Source: an optimization exercise on an open RTL-to-GDS flow (aim: small area, a short achievable clock period and few clock cycles per item). Production flows keep margins and buffers that such runs may drop. Where RTL was checked, it was by simulation tests only, not by an equivalence proof against the original.

## gcd_coprocessor
module gcd_coprocessor #( parameter W = 16, parameter S = 2 ) (
  input clk,
  input reset,
  input operands_val,
  input [W-1:0] operands_bits_A,
  input [W-1:0] operands_bits_B,
  output operands_rdy,
  output result_val,
  output [W-1:0] result_bits,
  input result_rdy
);
Size in the first run: roughly 37 flip-flops, ~54 I/O pins, ~4400 sq um of cells after synthesis.
==> flow/config.mk <==
export PLATFORM = sky130hd
export DESIGN_NAME = gcd_coprocessor
export DESIGN_NICKNAME = gcd_coprocessor
export VERILOG_FILES = /design/flow/design.v
export SDC_FILE = /design/flow/constraint.sdc
export NUM_CORES = 4
export LEC_CHECK = 0
export ABC_CLOCK_PERIOD_IN_PS = 2500
export CAP_MARGIN = 20
export CELL_PAD_IN_SITES_DETAIL_PLACEMENT = 0
export CELL_PAD_IN_SITES_GLOBAL_PLACEMENT = 0
export CORE_AREA = 5 5 95 95
export DIE_AREA = 0 0 100 100
export PLACE_DENSITY = 0.6
export SETUP_SLACK_MARGIN = 2.5
export SLEW_MARGIN = 20
==> flow/constraint.sdc <==
create_clock -name core_clock -period 5.0 [get_ports {clk}]
set_input_delay 1.0000 -clock core_clock [delete_from_list [all_inputs] [get_ports {clk}]]
set_output_delay 1.0000 -clock core_clock [all_outputs]
set_load 0.01 [all_outputs]
run.sh (not shown) runs the stock make flow with config.mk's settings and CLKGATE_MAP_FILE= SYNTH_SCRIPT=/design/flow/synth_recipe.tcl, a recipe that flattens the netlist after the stock synthesis.
The first run completed with no timing, DRC or antenna violations.
==> next run, changes <==
Settings changed: ABC_CLOCK_PERIOD_IN_PS 2500 to unset, CELL_PAD_IN_SITES_DETAIL_PLACEMENT 0 to 1, CELL_PAD_IN_SITES_GLOBAL_PLACEMENT 0 to 2, CORE_AREA 5 5 95 95 to 5 5 65 65, DIE_AREA 0 0 100 100 to 0 0 70 70, SETUP_SLACK_MARGIN 2.5 to unset.
- The new run aborted during global placement without I/O (3_1_place_gp_skip_io) on GPL-0301
- synthesized cell count stays the same
- area after synthesis does not change
Function was not checked in any run of this note: the RTL went through the layout flow alone.


Setup of run A:
gcd_coprocessor, a different RTL version from the one above (not shown whole).
For scale: roughly 630 cells after synthesis, ~54 I/O pins, about 3900 um^2 of cells after synthesis.
==> flow/config.mk <==
export PLATFORM = sky130hd
export DESIGN_NAME = gcd_coprocessor
export DESIGN_NICKNAME = gcd_coprocessor
export VERILOG_FILES = /design/flow/design.v
export SDC_FILE = /design/flow/constraint.sdc
export NUM_CORES = 4
export LEC_CHECK = 0
export ABC_AREA = 1
export CAP_MARGIN = 20
export CELL_PAD_IN_SITES_DETAIL_PLACEMENT = 0
export CELL_PAD_IN_SITES_GLOBAL_PLACEMENT = 1
export CORE_AREA = 5 5 115 115
export DIE_AREA = 0 0 120 120
export PLACE_DENSITY = 0.5
export SETUP_SLACK_MARGIN = 1.5
export SLEW_MARGIN = 20
export TNS_END_PERCENT = 5
==> flow/constraint.sdc <==
create_clock -name core_clock -period 5.0 [get_ports {clk}]
set_input_delay 1.0000 -clock core_clock [delete_from_list [all_inputs] [get_ports {clk}]]
set_output_delay 1.0000 -clock core_clock [all_outputs]
set_load 0.01 [all_outputs]
standard.sh (not shown) runs the stock make flow with config.mk's settings and CLKGATE_MAP_FILE= SYNTH_SCRIPT=/design/flow/synth_recipe.tcl, a recipe that flattens the netlist after the stock synthesis.
==> flow/flow/run.sh <==
#!/bin/bash
# The standard layout (the standard.sh on all ORFS steps), with the port
# buffers that global placement inserts made the smallest buffer cell
# (sky130_fd_sc_hd__buf_1) instead of the delay buffer buffer_ports picks by
# itself. Every input and output port still gets its own buffer.
set -euo pipefail
export BUFFER_PORTS_ARGS="-buffer_cell sky130_fd_sc_hd__buf_1"
bash standard.sh > run_standard.log 2>&1
Testbench counts of run A, summed over its fixed seeds: cycles 6,282, items 512.
Setup changes, run A to run B
Settings: clearing TNS_END_PERCENT, which used to be 5; putting CTS_CLUSTER_DIAMETER at 100 where nothing was set; putting CTS_CLUSTER_SIZE at 40 where nothing was set; swapping 0.5 for 0.85 in PLACE_DENSITY; swapping 0 0 120 120 for 0 0 100 100 in DIE_AREA; swapping 5 5 115 115 for 5 5 95 95 in CORE_AREA.
Results
- Measured against each other, run A and run B differ in utilization of the core after routing, the higher figure coming from run B.
- Taking run A as the reference, in run B global-route wire length before repair now sits lower.
- Run A → run B: least setup slack across all paths after layout up 0.092 ns; sum of routed wire length over all layers moved down; floorplan die height dropped 20 um.
- The die area in run A is 1.4 times that in run B.
- Run B vs run A: worst hold slack up in run B
- Comparing run A and run B, post-cts sizing count is lower on run B.
The following lists how run C was set up differently from run B:
Settings: changing CORE_AREA from 5 5 95 95 to 4 4 88 88; removing CTS_CLUSTER_SIZE (formerly 40); changing DIE_AREA from 0 0 100 100 to 0 0 92 92; changing PLACE_DENSITY from 0.85 to 0.9; removing CTS_CLUSTER_DIAMETER (formerly 100).
### Flow results
Worst setup slack down 0.016 ns in run C wrt run B
Summary: global-route wire length before repair, run C better than run B
The relative slew slack was comparable across run C and run B.
Run comparison: run C capturing instance or port of the critical path A[2]$_DFF_P_; run B capturing instance or port of the critical path operands_rdy
When the final numbers for run C and run B were put side by side, the post-synthesis to final-layout area growth turned out to be smaller in run C.
Comparing run C and run B, the higher met1 capacity usage during global routing was measured on run C.
Cell area: run C < run B
Here is what was changed in the inputs of run D compared with run C.
Settings: DIE_AREA: 0 0 92 92 -> 0 0 100 100; PLACE_DENSITY: 0.9 -> 0.85; TNS_END_PERCENT: unset -> 5; SETUP_SLACK_MARGIN: 1.5 -> 1.7; CORE_AREA: 4 4 88 88 -> 5 5 95 95.
--- outcome ---
In the reports for run C and run D, the smaller non-clock buffer count belongs to run C. | post-route clock skew | run D vs run C | ≈ equal |. For the area added between synthesis and finish, run D came in 7.2 points higher than run C did. Run D -> run C: number of clock buffers in the layout delta 0, exact match. Between run C and run D, met3 usage in global routing is lower for run D, run C comes in above that. [diff] DRC violation total after the first TritonRoute iteration, run D relative to run C: improvement.


oak:
gcd_coprocessor with an RTL version that a note above also has.
Size in the first run: roughly 560 cells after synthesis, ~54 I/O pins, roughly 4400 sq um of cells after synthesis.
Settings: LEC_CHECK=0, CAP_MARGIN=20, CELL_PAD_IN_SITES_DETAIL_PLACEMENT=0, CELL_PAD_IN_SITES_GLOBAL_PLACEMENT=0, CORE_AREA=5 5 95 95, DIE_AREA=0 0 100 100, PLACE_DENSITY=0.6, SLEW_MARGIN=20; clock period 5.0 ns.
run.sh (not shown) runs the stock make flow with config.mk's settings and CLKGATE_MAP_FILE= SYNTH_SCRIPT=/design/flow/synth_recipe.tcl, a recipe that flattens the netlist after the stock synthesis.
Stock flow here: none of the scripts above is used.
oak | status: complete | timing, DRC, antenna: pass
--- input diff oak..pine ---
- ABC_AREA now 1, previously not set
Results
oak → pine: hold buffer count at CTS flat, cell count up about 40%, total detailed-routing wirelength up about 25%, buffer share of cell area down 1.8 points, layout cell share with drive strength beyond 1 down 1.2 points. Summary of pine over oak: final worst-path cycle share has increased, hold slack has increased. Slowest cell on the critical path: sky130_fd_sc_hd__edfxtp_1 -> oak, sky130_fd_sc_hd__ha_1 -> pine. Summary of pine over oak: clock period minus final worst setup slack went up 0.14 ns, maximum number of pins on one net before global-route repair went down.
No functional check of the RTL was part of any run of this note.


Another version of the RTL of gcd_coprocessor (not shown whole).
Size: ~560 cells after synthesis, roughly 38 flip-flops, roughly 54 I/O pins.
clock: 5.0 ns
lec_check: 0
cap_margin: 20
cell_pad_in_sites_detail_placement: 0
cell_pad_in_sites_global_placement: 1
core_area: 5 5 115 115
die_area: 0 0 120 120
place_density: 0.5
setup_slack_margin: 1.3
slew_margin: 20
tns_end_percent: 5
standard.sh (not shown) runs the stock make flow with config.mk's settings and CLKGATE_MAP_FILE= SYNTH_SCRIPT=/design/flow/synth_recipe.tcl, a recipe that flattens the netlist after the stock synthesis.
Scripts as last shown in full above: flow/flow/run.sh
The starting point completed with no timing, DRC or antenna violations.
Testbench counts at the start, summed over its fixed seeds: cycles 6,282, items 512.
Rerun with:
--- a/flow/flow/run.sh
+++ b/flow/flow/run.sh
@@ -7,2 +7,3 @@
 export BUFFER_PORTS_ARGS="-buffer_cell sky130_fd_sc_hd__buf_1"
+export RECOVER_POWER=100
 bash standard.sh > run_standard.log 2>&1
Settings changed: SETUP_SLACK_MARGIN 1.3 to 1.0.
Effect: The changed run ran to the end with no violations. Fmax decreases by 13%. Count of clock-buffer cells in the layout stays the same. Design area drops by 1.1%. Critical path depth is lower by 5. Register-to-register slack got worse by 0.42 ns. Worst hold slack loses 0.012 ns.
Rerun with:
--- a/flow/flow/run.sh
+++ b/flow/flow/run.sh
@@ -7,3 +7,2 @@
 export BUFFER_PORTS_ARGS="-buffer_cell sky130_fd_sc_hd__buf_1"
-export RECOVER_POWER=100
 bash standard.sh > run_standard.log 2>&1
Settings changed: SETUP_SLACK_MARGIN 1.0 to 1.7.
Synthesized area is unchanged.
Non-clock buffer count came out higher by 39.
Flip-flop and latch count stays the same.
Global-route usage rose by 1.3 points.
Wire length came out higher by 7.6%.
Utilization goes up by 6.7 points.
Die area is unchanged.
Rerun with:
Settings changed: ABC_AREA set to 1, SETUP_SLACK_MARGIN 1.7 to 1.6.
What happened: The new run ran to the end with no violations; critical path depth came out higher by 6; via count came out lower by roughly a tenth; synthesized cell count is higher by roughly a tenth; count of clock-buffer cells in the layout does not change.
Rerun with:
Settings changed: ABC_AREA 1 to unset, SETUP_SLACK_MARGIN 1.6 to 1.0.
Result: Die area is unchanged. Clock skew stays flat. Routed wire length is higher by a few percent. Worst setup slack loses 0.64 ns. Cell count is lower by roughly a tenth. Global-route usage is higher by 1.6 points. Design area is higher by a few percent.

==> static timing again, ports no longer ideal <==
Ports are ideal in the flow. The routed layouts listed here were re-timed in OpenROAD. Step 1: set_driving_cell puts a clkbuf_16 on clk and a buf_2 on each other input, an assumption about the parent block. Step 2 moves the port delays by t, midway between the first and last clock arrival at a register: inputs arrive t later, outputs are due t later. That takes back most of the time a late clock gives input paths. a / b / c = ideal ports / drivers / drivers and shift; a / b = the first two.
run | shift t [ns] | slack for setup (ns) | hold WS [ns] | clock arrival spread, ns
the first run of note 1 | 0.335 | 1.511 / 1.511 / 1.511 | 0.494 / 0.494 / 0.494 | 0.010 / 0.010
run A | 0.318 | 1.593 / 1.560 / 1.700 | 0.474 / 0.474 / 0.474 | 0.007 / 0.007
run B | 0.319 | 1.685 / 1.654 / 1.724 | 0.490 / 0.490 / 0.490 | 0.007 / 0.006
run C | 0.323 | 1.670 / 1.661 / 1.670 | 0.462 / 0.462 / 0.462 | 0.007 / 0.008
run D | 0.323 | 1.729 / 1.697 / 1.766 | 0.487 / 0.487 / 0.487 | 0.008 / 0.008
oak | 0.311 | 0.832 / 0.803 / 1.114 | 0.527 / 0.527 / 0.527 | 0.006 / 0.006
pine | 0.324 | 0.689 / 0.660 / 0.984 | 0.548 / 0.548 / 0.548 | 0.011 / 0.011
the first run of note 4 | 0.334 | 1.211 / 1.211 / 1.211 | 0.501 / 0.479 / 0.508 | 0.011 / 0.012
the second run of note 4 | 0.334 | 0.644 / 0.602 / 0.786 | 0.488 / 0.481 / 0.488 | 0.011 / 0.011
the third run of note 4 | 0.332 | 1.628 / 1.589 / 1.641 | 0.500 / 0.482 / 0.508 | 0.011 / 0.010
the fourth run of note 4 | 0.317 | 1.720 / 1.683 / 1.723 | 0.466 / 0.466 / 0.466 | 0.008 / 0.007
the fifth run of note 4 | 0.335 | 1.084 / 1.041 / 1.126 | 0.499 / 0.477 / 0.505 | 0.010 / 0.010
After both steps every run listed still meets setup and hold.
